Background: an optimization exercise with open tools, aiming at small area and a short achievable clock period. Do not read the settings as production practice. No functional check of the RTL was part of any run shown here. Power and IR drop assume default switching activity.

==> flow/design.v, too long to show whole: its modules and the start of the top module <==
// module neurona_capa_1: 1362 lines
// module nfa: 4 lines
// module nha: 4 lines
// module nx2: 3 lines
// module nmx: 3 lines
// module nmj: 3 lines
// module nxn2: 3 lines
module neurona_capa_1(
    weight_0, weight_1, weight_2, weight_3, weight_4, weight_5, weight_6, weight_7, weight_8, weight_9, weight_10, weight_11, weight_12, weight_13, weight_14, weight_15, weight_16, weight_17, weight_18, weight_19, weight_20, weight_21, weight_22, weight_23, weight_24, weight_25, weight_26, weight_27, weight_28, weight_29, weight_30, weight_31, weight_32, weight_33, weight_34, weight_35, weight_36, weight_37, weight_38, weight_39, weight_40, weight_41, weight_42, weight_43, weight_44, weight_45, weight_46, weight_47, weight_48,
    pixel_0, pixel_1, pixel_2, pixel_3, pixel_4, pixel_5, pixel_6, pixel_7, pixel_8, pixel_9, pixel_10, pixel_11, pixel_12, pixel_13, pixel_14, pixel_15, pixel_16, pixel_17, pixel_18, pixel_19, pixel_20, pixel_21, pixel_22, pixel_23, pixel_24, pixel_25, pixel_26, pixel_27, pixel_28, pixel_29, pixel_30, pixel_31, pixel_32, pixel_33, pixel_34, pixel_35, pixel_36, pixel_37, pixel_38, pixel_39, pixel_40, pixel_41, pixel_42, pixel_43, pixel_44, pixel_45, pixel_46, pixel_47, pixel_48,
    clk, out
);
  // ...
==> flow/flow/run.sh <==
#!/bin/bash
# Own layout flow: the standard flow (standard.sh, unchanged synthesis),
# except that the port buffers buffer_ports inserts are buf_1 cells rather
# than the default it picks; timing repair resizes them where needed.
set -euo pipefail
export BUFFER_PORTS_ARGS="-buffer_cell sky130_fd_sc_hd__buf_1"
bash standard.sh > standard.log 2>&1
==> flow/standard.sh <==
#!/bin/bash
# synth_recipe.tcl (not shown) runs the flow's synth.tcl, then flattens the netlist and writes it again
# the make line also repeats each setting of config.mk as NAME=value (left out here)
make -C /OpenROAD-flow-scripts/flow DESIGN_CONFIG=/design/flow/config.mk WORK_HOME=/design/flow/orfs CLKGATE_MAP_FILE= SYNTH_SCRIPT=/design/flow/synth_recipe.tcl "${@:-finish}"
==> flow/config.mk <==
export PLATFORM = sky130hd
export DESIGN_NAME = neurona_capa_1
export DESIGN_NICKNAME = neurona_capa_1
export VERILOG_FILES = /design/flow/design.v
export SDC_FILE = /design/flow/constraint.sdc
export NUM_CORES = 4
export LEC_CHECK = 0
export ABC_AREA = 1
export CAP_MARGIN = 20
export CORE_MARGIN = 2
export CORE_UTILIZATION = 40
export SETUP_SLACK_MARGIN = 4.7
export SLEW_MARGIN = 20
export SYNTH_HIERARCHICAL = 1
export SYNTH_MINIMUM_KEEP_SIZE = 0
==> flow/constraint.sdc <==
create_clock -name core_clock -period 8.0 [get_ports {clk}]
set_input_delay 1.6000 -clock core_clock [delete_from_list [all_inputs] [get_ports {clk}]]
set_output_delay 1.6000 -clock core_clock [all_outputs]
set_load 0.01 [all_outputs]
==> reports/qor.yml, run 1 <==
outcome:
  run_status: "complete, no violations"
worst_setup_path:
  worst-path-stages: 5
  critical-path-max-stage-delay_ns: 0.67
  crit_path_frequent_cell: "fa_2"
floorplanning:
  fp.coreArea_sq_mm: 0.0296
placement:
  io_buffers: 449
  gp_congestion: 0.963
drt:
  vias_per_cell: 4.70
  antenna_left: 0
  wire_per_inst_microns: 20.2
final_layout:
  mostFrequentLayoutCells: "nand2_1, buf_1, fa_1"
  clkbuf_count: 9
  largest_reg_flops: 90
  regMostFlops: "r1"
  nonClkBufAreaFrac: 0.127
  largest_cell_class: "multi-input gates"
timing:
  maxSlewHeadroom: 0.782
synth:
  ys_types: 14
  yosys.area_share.xor_xnor: 0
  synth-edff-count: 0
power:
  seq-power_mw: 1.09
  internal_power_mw: 3.41
  maxPowerGroup: "combinational logic"
clock_tree:
  clk_pin_slew_worst_paths_ns: 0.08
  cts_sinks: 112
grt:
  grt_usage: 0.297
  antenna_found_initial: 5
==> run 2: changes to the inputs <==
--- a/flow/design.v
+++ b/flow/design.v
@@ -835,18 +835,18 @@
     wire h681;
     wire g682;
     wire h683;
     wire g684;
     wire h685;
     wire g686;
     wire h687;
     wire g688;
-    wire h689;
-    wire g690;
+    wire p689;
+    wire p690;
     wire p691;
     wire p692;
     wire p693;
     wire p694;
     wire p695;
     wire p696;
     wire p697;
     wire p698;
@@ -855,33 +855,29 @@
     wire p701;
     wire p702;
     wire p703;
     wire p704;
     wire p705;
     wire p706;
     wire p707;
     wire p708;
-    wire p709;
-    wire p710;
-    wire p711;
-    wire p712;
-    wire p713;
-    wire p714;
-    wire p715;
+    wire x709;
+    wire x710;
+    wire x711;
+    wire x712;
+    wire x713;
+    wire h714;
+    wire g715;
     wire p716;
     wire p717;
     wire p718;
-    wire x719;
+    wire p719;
     wire x720;
     wire x721;
-    wire x722;
-    wire x723;
-    wire x724;
-    wire x725;
     nxn2 u_x1 (.a(nb_0[4]), .b(nb_10[4]), .y(x1));
     assign p2 = nb_0[4] | nb_10[4];
     nxn2 u_x3 (.a(nb_0[5]), .b(nb_10[5]), .y(x3));
     assign p4 = nb_0[5] | nb_10[5];
     nfa u_s5 (.a(nb_0[0]), .b(nb_10[0]), .ci(nb_11[0]), .s(s5), .co(c6));
     nfa u_s7 (.a(nb_12[0]), .b(nb_13[0]), .ci(nb_14[0]), .s(s7), .co(c8));
     nfa u_s9 (.a(nb_15[0]), .b(nb_16[0]), .ci(nb_17[0]), .s(s9), .co(c10));
     nfa u_s11 (.a(nb_18[0]), .b(nb_19[0]), .ci(nb_1[0]), .s(s11), .co(c12));
@@ -1262,108 +1258,78 @@
     nx2 u_x668 (.a(c642), .b(c644), .y(x668));
     nx2 u_x669 (.a(c646), .b(x667), .y(x669));
     nx2 u_x670 (.a(x668), .b(x669), .y(x670));
     nx2 u_x671 (.a(c648), .b(c650), .y(x671));
     nx2 u_x672 (.a(x670), .b(x671), .y(x672));
     nx2 u_x673 (.a(c652), .b(x672), .y(x673));
     nx2 u_x674 (.a(x673), .b(c654), .y(x674));
     nx2 u_x675 (.a(x674), .b(g658), .y(x675));
+    nx2 u_x676 (.a(c656), .b(x675), .y(x676));
     nha u_h677 (.a(r1[2]), .b(h531), .s(h677), .co(g678));
     nha u_h679 (.a(s537), .b(h539), .s(h679), .co(g680));
     nha u_h681 (.a(s553), .b(h555), .s(h681), .co(g682));
     nha u_h683 (.a(s575), .b(h577), .s(h683), .co(g684));
     nha u_h685 (.a(s601), .b(h603), .s(h685), .co(g686));
     nha u_h687 (.a(h629), .b(s627), .s(h687), .co(g688));
-    assign p691 = g680 | (h679 & g678);
-    assign p692 = g682 | (h681 & g680);
-    assign p693 = h681 & h679;
-    assign p694 = g684 | (h683 & g682);
-    assign p695 = h683 & h681;
-    assign p696 = g686 | (h685 & g684);
-    assign p697 = h685 & h683;
-    assign p698 = g688 | (h687 & g686);
-    assign p699 = h687 & h685;
-    assign p704 = p692 | (p693 & g678);
-    assign p705 = p694 | (p695 & p691);
-    assign p706 = p696 | (p697 & p692);
-    assign p707 = p697 & p693;
-    assign p718 = ~h677;
-    nxn2 u_x719 (.a(h679), .b(g678), .y(x719));
-    nxn2 u_x720 (.a(h681), .b(p691), .y(x720));
-    nxn2 u_x721 (.a(h683), .b(p704), .y(x721));
-    nxn2 u_x722 (.a(h685), .b(p705), .y(x722));
-    reg r2_c656;
-    reg r2_x675;
+    assign p689 = g680 | (h679 & g678);
+    assign p690 = h679 & h677;
+    assign p691 = g682 | (h681 & g680);
+    assign p692 = h681 & h679;
+    assign p693 = g684 | (h683 & g682);
+    assign p694 = h683 & h681;
+    assign p695 = g686 | (h685 & g684);
+    assign p696 = h685 & h683;
+    assign p697 = g688 | (h687 & g686);
+    assign p698 = h687 & h685;
+    assign p699 = p691 | (p692 & g678);
+    assign p700 = p693 | (p694 & p689);
+    assign p701 = p694 & p690;
+    assign p702 = p695 | (p696 & p691);
+    assign p703 = p696 & p692;
+    assign p704 = p697 | (p698 & p693);
+    assign p705 = p698 & p694;
+    assign p706 = p702 | (p703 & g678);
+    assign p707 = p704 | (p705 & p689);
+    assign p708 = ~h677;
+    nxn2 u_x709 (.a(h679), .b(g678), .y(x709));
+    nxn2 u_x710 (.a(h681), .b(p689), .y(x710));
+    nxn2 u_x711 (.a(h683), .b(p699), .y(x711));
+    nxn2 u_x712 (.a(h685), .b(p700), .y(x712));
+    nxn2 u_x713 (.a(h687), .b(p706), .y(x713));
     reg r2_h657;
     reg r2_s655;
-    reg r2_g688;
-    reg r2_h687;
-    reg r2_p698;
-    reg r2_p699;
-    reg r2_p694;
-    reg r2_p695;
-    reg r2_p696;
-    reg r2_p697;
-    reg r2_p706;
     reg r2_p707;
-    reg r2_g678;
-    reg r2_p691;
-    reg r2_p704;
-    reg r2_p705;
-    reg r2_p718;
-    reg r2_x719;
-    reg r2_x720;
-    reg r2_x721;
-    reg r2_x722;
+    reg r2_x676;
+    reg r2_p708;
+    reg r2_x709;
+    reg r2_x710;
+    reg r2_x711;
+    reg r2_x712;
+    reg r2_x713;
     always @(posedge clk) begin
-        r2_c656 <= c656;
-        r2_x675 <= x675;
         r2_h657 <= h657;
         r2_s655 <= s655;
-        r2_g688 <= g688;
-        r2_h687 <= h687;
-        r2_p698 <= p698;
-        r2_p699 <= p699;
-        r2_p694 <= p694;
-        r2_p695 <= p695;
-        r2_p696 <= p696;
-        r2_p697 <= p697;
-        r2_p706 <= p706;
         r2_p707 <= p707;
-        r2_g678 <= g678;
-        r2_p691 <= p691;
-        r2_p704 <= p704;
-        r2_p705 <= p705;
-        r2_p718 <= p718;
-        r2_x719 <= x719;
-        r2_x720 <= x720;
-        r2_x721 <= x721;
-        r2_x722 <= x722;
+        r2_x676 <= x676;
+        r2_p708 <= p708;
+        r2_x709 <= x709;
+        r2_x710 <= x710;
+        r2_x711 <= x711;
+        r2_x712 <= x712;
+        r2_x713 <= x713;
     end
-    nx2 u_x676 (.a(r2_c656), .b(r2_x675), .y(x676));
-    nha u_h689 (.a(r2_h657), .b(r2_s655), .s(h689), .co(g690));
-    assign p700 = g690 | (h689 & r2_g688);
-    assign p701 = h689 & r2_h687;
-    assign p702 = x676 & g690;
-    assign p703 = x676 & h689;
-    assign p708 = r2_p698 | (r2_p699 & r2_p694);
-    assign p709 = r2_p699 & r2_p695;
-    assign p710 = p700 | (p701 & r2_p696);
-    assign p711 = p701 & r2_p697;
-    assign p712 = p702 | (p703 & r2_p698);
-    assign p713 = p703 & r2_p699;
-    assign p714 = r2_p706 | (r2_p707 & r2_g678);
-    assign p715 = p708 | (p709 & r2_p691);
-    assign p716 = p710 | (p711 & r2_p704);
-    assign p717 = p712 | (p713 & r2_p705);
-    nxn2 u_x723 (.a(r2_h687), .b(p714), .y(x723));
-    nxn2 u_x724 (.a(h689), .b(p715), .y(x724));
-    nxn2 u_x725 (.a(x676), .b(p716), .y(x725));
-    assign out = {x725, x724, x723, r2_x722, r2_x721, r2_x720, r2_x719, r2_p718};
+    nha u_h714 (.a(r2_h657), .b(r2_s655), .s(h714), .co(g715));
+    assign p716 = g715 | (h714 & r2_p707);
+    assign p717 = r2_x676 & g715;
+    assign p718 = r2_x676 & h714;
+    assign p719 = p717 | (p718 & r2_p707);
+    nxn2 u_x720 (.a(h714), .b(r2_p707), .y(x720));
+    nxn2 u_x721 (.a(r2_x676), .b(p716), .y(x721));
+    assign out = {x721, x720, r2_x713, r2_x712, r2_x711, r2_x710, r2_x709, r2_p708};
 endmodule
 module nfa(input wire a, input wire b, input wire ci, output wire s, output wire co);
     assign s = a ^ b ^ ci;
     assign co = (a & b) | (a & ci) | (b & ci);
 endmodule
 module nha(input wire a, input wire b, output wire s, output wire co);
     assign s = a ^ b;
     assign co = a & b;
==> flow/config.mk (replaced) <==
export PLATFORM = sky130hd
export DESIGN_NAME = neurona_capa_1
export DESIGN_NICKNAME = neurona_capa_1
export VERILOG_FILES = /design/flow/design.v
export SDC_FILE = /design/flow/constraint.sdc
export NUM_CORES = 4
export LEC_CHECK = 0
export CAP_MARGIN = 20
export CORE_MARGIN = 2
export CORE_UTILIZATION = 40
export CTS_BUF_LIST = sky130_fd_sc_hd__clkbuf_4 sky130_fd_sc_hd__clkbuf_8
export SETUP_SLACK_MARGIN = 4.7
export SLEW_MARGIN = 20
export SYNTH_HIERARCHICAL = 1
export SYNTH_MINIMUM_KEEP_SIZE = 0
==> run 2 against run 1 <==
Against the previous run: final cell count fell by 23%; power increased by 4.8%; sequential cell count decreased by 12; area after synthesis fell by 12%; core utilization rose by 2.6 points; largest cell class unchanged.
==> reports/qor.yml, run 2 <==
outcome:
  run_status: "complete, no violations"  # unchanged
final_layout:
  largest_reg_flops: 90  # unchanged
  diodes: 0  # was 6
  mostFrequentLayoutCells: "buf_1, nand2_1, fa_1"  # was nand2_1, buf_1, fa_1
  nFillCells: 2461  # was 2928
  multi_input_area_sq_mm: 0.00885  # was 0.00890 sq mm
  area_delta_synth_final_pct: 28.4  # was 22.3%
  seq_area_sq_mm: 0.00200  # was 0.00224 sq mm
  drive_gt1_frac: 0.170  # was 0.0962
  final_common_cell: "buf_1"  # was nand2_1
  regMostFlops: "r1"  # unchanged
  nets: 2106  # was 2561
timing:
  setup_viol: 0  # unchanged
  setup_ws_ns: 4.56  # was 4.67 ns
  timing_hold_violations_final: 0  # unchanged
  min_period_over_period: 0.430  # was 0.417
  fin_setup_tns_ns: 0  # unchanged
  maxSlewHeadroom: 0.791  # was 0.782
  tightest_slew_ns: 0.314  # was 0.327 ns
  fmax_ghz: 0.291  # was 0.300 GHz
  rsz0062_at_grt: "yes"  # unchanged
  period_needed_ns: 3.44  # was 3.33 ns
  fin_worst_skew_ns: 0.0167  # was 0.00816 ns
  slew_violations: 0  # unchanged
hold_path:
  hold_end: "r2_p708$_DFF_P_"  # was r2_p718$_DFF_P_
  holdPathStages: 2  # unchanged
  hold_class: "reg2reg"  # unchanged
  hold_start: "r1[2]$_DFF_P_"  # unchanged
power:
  internal_power_mw: 3.79  # was 3.41 mW
  vdd_drop_max_uv: 1560  # was 723 uV
  power_frac_clock: 0.049  # was 0.071
  leakage_nw: 4.79  # was 6.64 nW
  sequentialPowerShare: 0.136  # was 0.163
  p_comb_frac: 0.815  # was 0.766
  design_power_total_mw: 7.00  # was 6.68 mW
  power_density_mw_per_mm2: 516  # was 456 mW/mm^2
  power.switching_mw: 3.21  # was 3.27 mW
  switching_share: 0.459  # was 0.490
worst_setup_path:
  rr_startpoint: "r1[41]$_DFF_P_"  # was r1[44]$_DFF_P_
  startpoint_type: "flip-flop"  # was primary input
  critical-path-max-stage-delay_ns: 0.54  # was 0.67 ns
  path_class: "reg2reg"  # was in2reg
  end_kind: "flip-flop"  # unchanged
  crit_chain: "fa_1 > fa_2 > fa_1 > fa_1 > fa_2 > ha_4 > nor2_1 > a311oi_2"  # was buf_4 > nand2_1 > fa_2 > fa_2 > fa_1
  crit_path_frequent_cell: "fa_1"  # was fa_2
  reg2reg_depth: 8  # was 7
  reg2reg_slack_ns: 4.56  # was 4.74 ns
  cp_max_fo: 2  # was 8
  rr_endpoint: "r2_p707$_DFF_P_"  # was r2_p698$_DFF_P_
  crit_slowest_cell: "fa_1"  # was fa_2
  required_ns: 8.29  # was 8.23 ns
  path_delay_family: "adder cells"  # unchanged
  arrival_ns: 3.73  # was 3.56 ns
  crit_buf_inv: 0  # was 1
  crit_path_start: "r1[41]$_DFF_P_"  # was pixel_37
clock_tree:
  cts-root-buf: "clkbuf_8"  # was clkbuf_16
  h-tree-depth: 3  # unchanged
  tritoncts: "yes"  # unchanged
  clk_pin_slew_worst_paths_ns: 0.11  # was 0.08 ns
  cts_buffers: 9  # unchanged
  cts_hold_buf: 0  # unchanged
  cts_sinks: 100  # was 112
  clock_latency_ns: 0.39  # was 0.36 ns
  clk_path_buf_depth: 2  # unchanged
job:
  max-cap-violations: 0  # unchanged
grt:
  grt_max_degree: 19  # was 21
  grt_usage: 0.285  # was 0.297
  antenna_found_initial: 0  # was 5
  grt_pass1_vias: 9526  # was 11213
  grt_pass1_wl_mm: 56.5  # was 65.0 mm
  grt.overflow.total: 0  # unchanged
synth:
  yosys_warnings: 7  # unchanged
  synth_top_area_share: 0.533  # was 0.470
  ys_types: 20  # was 14
  synth_cells: 965  # was 1421
  synth_top_area_cell: "fa_1"  # unchanged
  ys_top_cells_by_count: "nand2_1, fa_1, dfxtp_1"  # was nand2_1, fa_1, inv_1
  yosysMostFrequentCell: "nand2_1"  # unchanged
  mappedNetlistArea_sq_mm: 0.0106  # was 0.0120 sq mm
  synth_seq_cells: 100  # was 112
  synth_seq_area_share: 0.190  # was 0.187
  synthFlopType: "dfxtp_1"  # unchanged
  synthArstFlopShare: 0  # unchanged
  synth_fp_nets: 1702  # was 2158
  syn_area_per_cell_sq_um: 10.9  # was 8.42 sq um
  synth-edff-count: 0  # unchanged
  synthTopCellsByArea: "fa_1, dfxtp_1, nand2_1"  # was fa_1, nand2_1, dfxtp_1
placement:
  gp_congestion: 0.979  # was 0.963
  dp_hpwl_mm: 35.4  # was 40.7 mm
  dpl_worst_slack_ns: 3.77  # was 3.69 ns
  io_buffers: 449  # unchanged
drt:
  vias_per_cell: 4.86  # was 4.70
  firstDrtPassIters: 5  # was 7
  routed_wl_mm: 39.3  # was 45.0 mm
  drc: 0  # unchanged
  antenna_left: 0  # unchanged
  wire_per_inst_microns: 23.0  # was 20.2 microns
  num_vias: 8310  # was 10457
  first_iter_violations: 382  # was 498
floorplanning:
  fp.coreArea_sq_mm: 0.0260  # was 0.0296 sq mm
  io_pins: 450  # unchanged
  start_util: 0.406  # was 0.405
  chipHeight_microns: 166  # was 177 microns
  die_area_sq_mm: 0.0277  # was 0.0313 sq mm
  dieWidth_microns: 166  # was 177 microns
  std_cell_rows: 59  # was 63
run 2: per-layer routing:
| layer | vias up | GRT usage | wire [microns] |
|---|---|---|---|
| met5 | - | 0 | 0 |
| met4 | 0 | 0.0731 | 1120 |
| met3 | 49 | 0.0375 | 1770 |
| met2 | 309 | 0.542 | 21700 |
| met1 | 4279 | 0.339 | 14800 |
| li1 | 3673 | - | - |
run 2: layout make-up:
type	instances	share of cell area
inverter	2	0.000554
clock inverter	7	0.00582
timing repair buffer	450	0.153
sequential	100	0.148
clock buffer	9	0.00914
tap	335	0.0309
multi-input combinational	806	0.653
run 2: worst register-to-register path: cells and delay by family (launching register included):
kind | cells | cell delay, ns
adders and majority gates | 6 | 2.71
DFF | 1 | 0.34
AOI/OAI and AO/OA | 1 | 0.24
and+or+nand+nor | 1 | 0.05
run 2: worst max-delay path by stage:
stage	cells past startpoint	slack, ns	endpoint
after global routing	8	4.47	r2_p707$_DFF_P_
after global placement	10	3.82	r1[89]$_DFF_P_
after CTS	8	4.60	r2_p707$_DFF_P_
after floorplan	6	4.59	r1[88]$_DFF_P_
final	8	4.56	r2_p707$_DFF_P_
after detailed placement	5	3.77	r1[9]$_DFF_P_
run 2: power groups by stage:
stage,clock network [mW],registers [mW],logic [mW]
2_1_floorplan,0,0.921,3.94
3_3_place_gp,0,0.970,4.99
3_5_place_dp,0,0.972,5.09
4_1_cts,0.349,0.960,5.44
5_1_grt,0.367,0.975,6.29
6_report,0.341,0.954,5.70
run 2: kinds of logic after synthesis:
| kind of cell | share of synthesized area |
|---|---|
| xor+xnor | 0.0872 |
| compound gates | 0.00617 |
| buf+inv | 0.0241 |
| simple gates | 0.143 |
| flops | 0.190 |
| fa+ha+maj | 0.550 |
run 2: what timing repair did:
item | CTS | global route
gates resized for setup | 111 | 108
pin swaps | 13 | 40
setup buffers | 0 | 1
endpoints found under the setup margin | 84 | 11
run 2: stage by stage:
step	utilization	hold WS (ns)	instance area (sq um)	instances
3_5_place_dp	0.491	0.500	12800	1692
3_3_place_gp	0.491	0.510	12800	1692
5_1_grt	0.522	0.547	13600	1709
2_1_floorplan	-	0.483	11500	965
6_report	0.522	0.509	13600	1709
4_1_cts	0.506	0.516	13100	1708
run 2: modules after synthesis (local to each module, per instance):
module          copies in the design  cell area, sq um  flip-flops and latches
nx2                               96              8.76                       0
nxn2                               9              8.76                       0
nfa                              281              20.0                       0
nha                               14              12.5                       0
neurona_capa_1                     1              3830                     100

[re-timing with driven ports]
No port has a modelled driver above. Below, the same layouts with a new extraction and two added sets of constraints. Step 1, drivers: a clkbuf_16 drives clk and a buf_2 each remaining input, both assumed. Step 2 times the ports against the registers' clock, not the clock port: input delays grow and output delays shrink by t, the midpoint of the rising clock arrivals with the driver on. Slacks: ideal / step 1 / step 2; pairs: ideal / step 1.
run | t, ns | setup WS [ns] | clock arrival spread, ns | slew at the worst register clock pin (ns) | worst slew at a driven data input, ns
run 1 | 0.401 | 4.665 / 4.684 / 4.283 | 0.008 / 0.008 | 0.08 / 0.08 | 0.10
run 2 | 0.421 | 4.559 / 4.559 / 4.353 | 0.018 / 0.017 | 0.11 / 0.11 | 0.09
After both steps every run listed still meets setup and hold. The setup slack of run 1, which loses most, moves by +0.019 ns with the drivers and by -0.382 ns with both steps.
